Background: an optimization exercise with open tools, aiming at small area, a short achievable clock period and few clock cycles. Do not read the settings as production practice. RTL that was checked went through simulation tests only; none was proved equivalent to the original.

the previous run:
==> module expr_unit, before the edit <==
module expr_unit(
  input clk,
  input rst,
  input start,
  input [31:0] i1,
  input [31:0] i2,
  input [31:0] i3,
  output op_ready,
  output reg done,
  output [31:0] result
);
localparam SB = 5;                
localparam NG = (32 + SB - 1) / SB;  
localparam W  = SB * NG;
reg [31:0]   a_q, b_q, d_q;          
reg [31:0]   r_q;                    
reg [31:0]   acc_q;                  
reg [NG-1:0] grp_q;                  
reg          busy_q, first_q;
reg          ready_q;                 
assign op_ready = ready_q;
assign result   = acc_q;
always @(posedge clk) begin
  a_q  <= i1;
  b_q  <= i2;
  d_q  <= i3;
end
wire [31:0] m_w = b_q & d_q;
wire [NG-1:0] g1;
wire [31:0] az_w;                    
sfxzero u_az(.x(a_q), .z(az_w));
grpsel #(.SB(SB), .NG(NG)) u_grp(.az(az_w), .d(d_q), .m(m_w), .g1(g1));
wire [NG-1:0] grp = first_q ? g1 : grp_q;
wire last = grp[NG-1];
wire        sel_m = (m_w <= a_q);
wire [31:0] x_w   = sel_m ? a_q : m_w;
wire [31:0] y_w   = sel_m ? m_w : a_q;
wire [31:0] s_w   = a_q + b_q;
wire [W-1:0] ap = {{(W-32){1'b0}}, a_q};
wire [W-1:0] yp = {{(W-32){1'b0}}, y_w};
reg [SB-1:0] abits, ybits;
reg [31:0]   rinit;
integer bi;
always @(*) begin
  abits = {SB{1'b0}};
  ybits = {SB{1'b0}};
  rinit = 32'd0;
  for (bi = 0; bi < NG; bi = bi + 1) begin
    abits = abits | (ap[W-1-SB*bi -: SB] & {SB{grp[bi]}});
    ybits = ybits | (yp[W-1-SB*bi -: SB] & {SB{grp[bi]}});
    rinit = rinit | ((a_q >> (W - SB * bi)) & {32{grp[bi]}});
  end
end
wire [31:0] rs [0:SB];
wire [SB-1:0] q;
assign rs[0] = first_q ? rinit : r_q;
genvar k;
generate
  for (k = 0; k < SB; k = k + 1) begin : st
    divstage u(.r(rs[k]), .a(abits[SB-1-k]), .d(d_q), .rn(rs[k+1]), .q(q[SB-1-k]));
  end
endgenerate
wire [31:0] acc_n;
wire        d_zero = (d_q == 32'd0);
wire [31:0] acc_in = first_q ? (d_zero ? ~s_w : 32'd0) : acc_q;
wire        acc_ci = first_q & d_zero;
hacc #(.SB(SB)) u_acc(.acc(acc_in), .cin(acc_ci), .x(x_w), .s(s_w), .yb(ybits), .q(q), .accn(acc_n));
always @(posedge clk) begin
  r_q   <= rs[SB];
  acc_q <= acc_n;
  grp_q <= grp << 1;
end
always @(posedge clk) ready_q <= busy_q ? last : ~start;
always @(posedge clk or posedge rst) begin
  if (rst) begin
    busy_q  <= 1'b0;
    first_q <= 1'b0;
    done    <= 1'b0;
  end else begin
    done    <= busy_q & last;
    first_q <= ~busy_q;
    if (~busy_q) busy_q <= start;
    else if (last) busy_q <= 1'b0;
  end
end
endmodule
==> flow/config.mk <==
export PLATFORM = sky130hd
export DESIGN_NAME = expr_unit
export DESIGN_NICKNAME = expr_unit
export VERILOG_FILES = /design/flow/design.v
export SDC_FILE = /design/flow/constraint.sdc
export NUM_CORES = 4
export LEC_CHECK = 0
export CAP_MARGIN = 20
export CORE_MARGIN = 2
export CORE_UTILIZATION = 40
export SLEW_MARGIN = 20
export SYNTH_HIERARCHICAL = 1
==> flow/constraint.sdc <==
create_clock -name core_clock -period 90.0 [get_ports {clk}]
set_input_delay 18.0000 -clock core_clock [delete_from_list [all_inputs] [get_ports {clk}]]
set_output_delay 18.0000 -clock core_clock [all_outputs]
set_load 0.01 [all_outputs]
standard.sh (not shown) runs the stock make flow with config.mk's settings and CLKGATE_MAP_FILE= SYNTH_SCRIPT=/design/flow/synth_recipe.tcl, a recipe that flattens the netlist after the stock synthesis.
==> flow/flow/run.sh <==
#!/bin/bash
# The standard layout (standard.sh: the ORFS flow with the standard
# synthesis), with
#  - the port buffers that ORFS inserts made plain buf_2 cells instead of
#    the delay buffers buffer_ports picks by default;
#  - ORFS's own timing repair (after CTS and after global routing) asked to
#    keep a setup slack margin, so that it sizes the few paths that set the
#    achieved period instead of stopping as soon as the 90 ns clock is met.
set -euo pipefail
export BUFFER_PORTS_ARGS="-buffer_cell sky130_fd_sc_hd__buf_2"
export SETUP_SLACK_MARGIN=70.9
bash standard.sh > flow.log 2>&1
The previous run | stages: all done | timing, DRC, antenna: all pass
Setup changes, the previous run to the current run
==> flow/design.v, changed modules only <==
module expr_unit(
  input clk,
  input rst,
  input start,
  input [31:0] i1,
  input [31:0] i2,
  input [31:0] i3,
  output op_ready,
  output reg done,
  output [31:0] result
);
localparam SB = 4;                
localparam NG = (32 + SB - 1) / SB;  
localparam W  = SB * NG;
reg [31:0]   a_q, b_q, d_q;          
reg [31:0]   az_q;                   
reg [31:0]   r_q;                    
reg [31:0]   acc_q;                  
reg [NG-1:0] grp_q;                  
reg          busy_q, first_q;
reg          ready_q;                 
assign op_ready = ready_q;
assign result   = acc_q;
wire [31:0] az_in;
sfxzero u_az(.x(i1), .z(az_in));
always @(posedge clk) begin
  a_q  <= i1;
  b_q  <= i2;
  d_q  <= i3;
  az_q <= az_in;
end
wire [31:0] m_w = b_q & d_q;
wire [NG-1:0] g1;
grpsel #(.SB(SB), .NG(NG)) u_grp(.az(az_q), .d(d_q), .m(m_w), .g1(g1));
wire [NG-1:0] grp = first_q ? g1 : grp_q;
wire last = grp[NG-1];
wire        sel_m = (m_w <= a_q);
wire [31:0] x_w   = sel_m ? a_q : m_w;
wire [31:0] y_w   = sel_m ? m_w : a_q;
wire [31:0] s_w   = a_q + b_q;
wire [W-1:0] ap = {{(W-32){1'b0}}, a_q};
wire [W-1:0] yp = {{(W-32){1'b0}}, y_w};
reg [SB-1:0] abits, ybits;
reg [31:0]   rinit;
integer bi;
always @(*) begin
  abits = {SB{1'b0}};
  ybits = {SB{1'b0}};
  rinit = 32'd0;
  for (bi = 0; bi < NG; bi = bi + 1) begin
    abits = abits | (ap[W-1-SB*bi -: SB] & {SB{grp[bi]}});
    ybits = ybits | (yp[W-1-SB*bi -: SB] & {SB{grp[bi]}});
    rinit = rinit | ((a_q >> (W - SB * bi)) & {32{grp[bi]}});
  end
end
wire [31:0] rs [0:SB];
wire [SB-1:0] q;
assign rs[0] = first_q ? rinit : r_q;
genvar k;
generate
  for (k = 0; k < SB; k = k + 1) begin : st
    divstage u(.r(rs[k]), .a(abits[SB-1-k]), .d(d_q), .rn(rs[k+1]), .q(q[SB-1-k]));
  end
endgenerate
wire [31:0] acc_n;
wire        d_zero = (d_q == 32'd0);
wire [31:0] acc_in = first_q ? (d_zero ? ~s_w : 32'd0) : acc_q;
wire        acc_ci = first_q & d_zero;
hacc #(.SB(SB)) u_acc(.acc(acc_in), .cin(acc_ci), .x(x_w), .s(s_w), .yb(ybits), .q(q), .accn(acc_n));
always @(posedge clk) begin
  r_q   <= rs[SB];
  acc_q <= acc_n;
  grp_q <= grp << 1;
end
always @(posedge clk or posedge rst) begin
  if (rst) ready_q <= 1'b1;
  else     ready_q <= busy_q ? last : ~start;
end
always @(posedge clk or posedge rst) begin
  if (rst) begin
    busy_q  <= 1'b0;
    first_q <= 1'b0;
    done    <= 1'b0;
  end else begin
    done    <= busy_q & last;
    first_q <= ~busy_q;
    if (~busy_q) busy_q <= start;
    else if (last) busy_q <= 1'b0;
  end
end
endmodule
[summary]
Proportion of layout cells with a drive suffix above 1 (the current run over the previous run): decrease, 2.7 points. Per the comparison of the current run with the previous run, cell count went down by 420, global-route usage -0.64 points. Of the current run and the previous run, the lower sequential cell count belongs to the previous run. [the current run] synthesized cell count fell about 9% relative to the previous run. The current run vs the previous run — initial antenna violation count rose 1. Multi-input combinational area share: the current run lower than the previous run.
Testbench counts of the current run, summed over its fixed seeds: cycles 2,016.
Only the layout flow was run in the previous run; the RTL was not checked for function there.

-- separate check: timing with driven ports --
How much do the figures lean on ideal ports? The routed layouts below were timed once more, with nothing changed but the port constraints.
Step 1 (the two cells are an assumption about what drives the block):
set clk [get_ports {clk}]
set_driving_cell -lib_cell sky130_fd_sc_hd__clkbuf_16 $clk
set_driving_cell -lib_cell sky130_fd_sc_hd__buf_2 [delete_from_list [all_inputs] $clk]
Step 2 times the ports against the registers' clock, not the clock port: input delays grow and output delays shrink by t, the midpoint of the rising clock arrivals with the driver on.
a / b / c = no drivers / after step 1 / after step 2; a / b = the first two.
run | t (ns) | setup slack, ns | worst setup path after step 2 | pins driven straight from the clock port
the previous run | 0.579 | 70.927 / 70.860 / 71.438 | register to output | 1
the current run | 0.578 | 70.856 / 70.792 / 70.925 | input to register | 1
After both steps setup and hold are still met in every run listed.
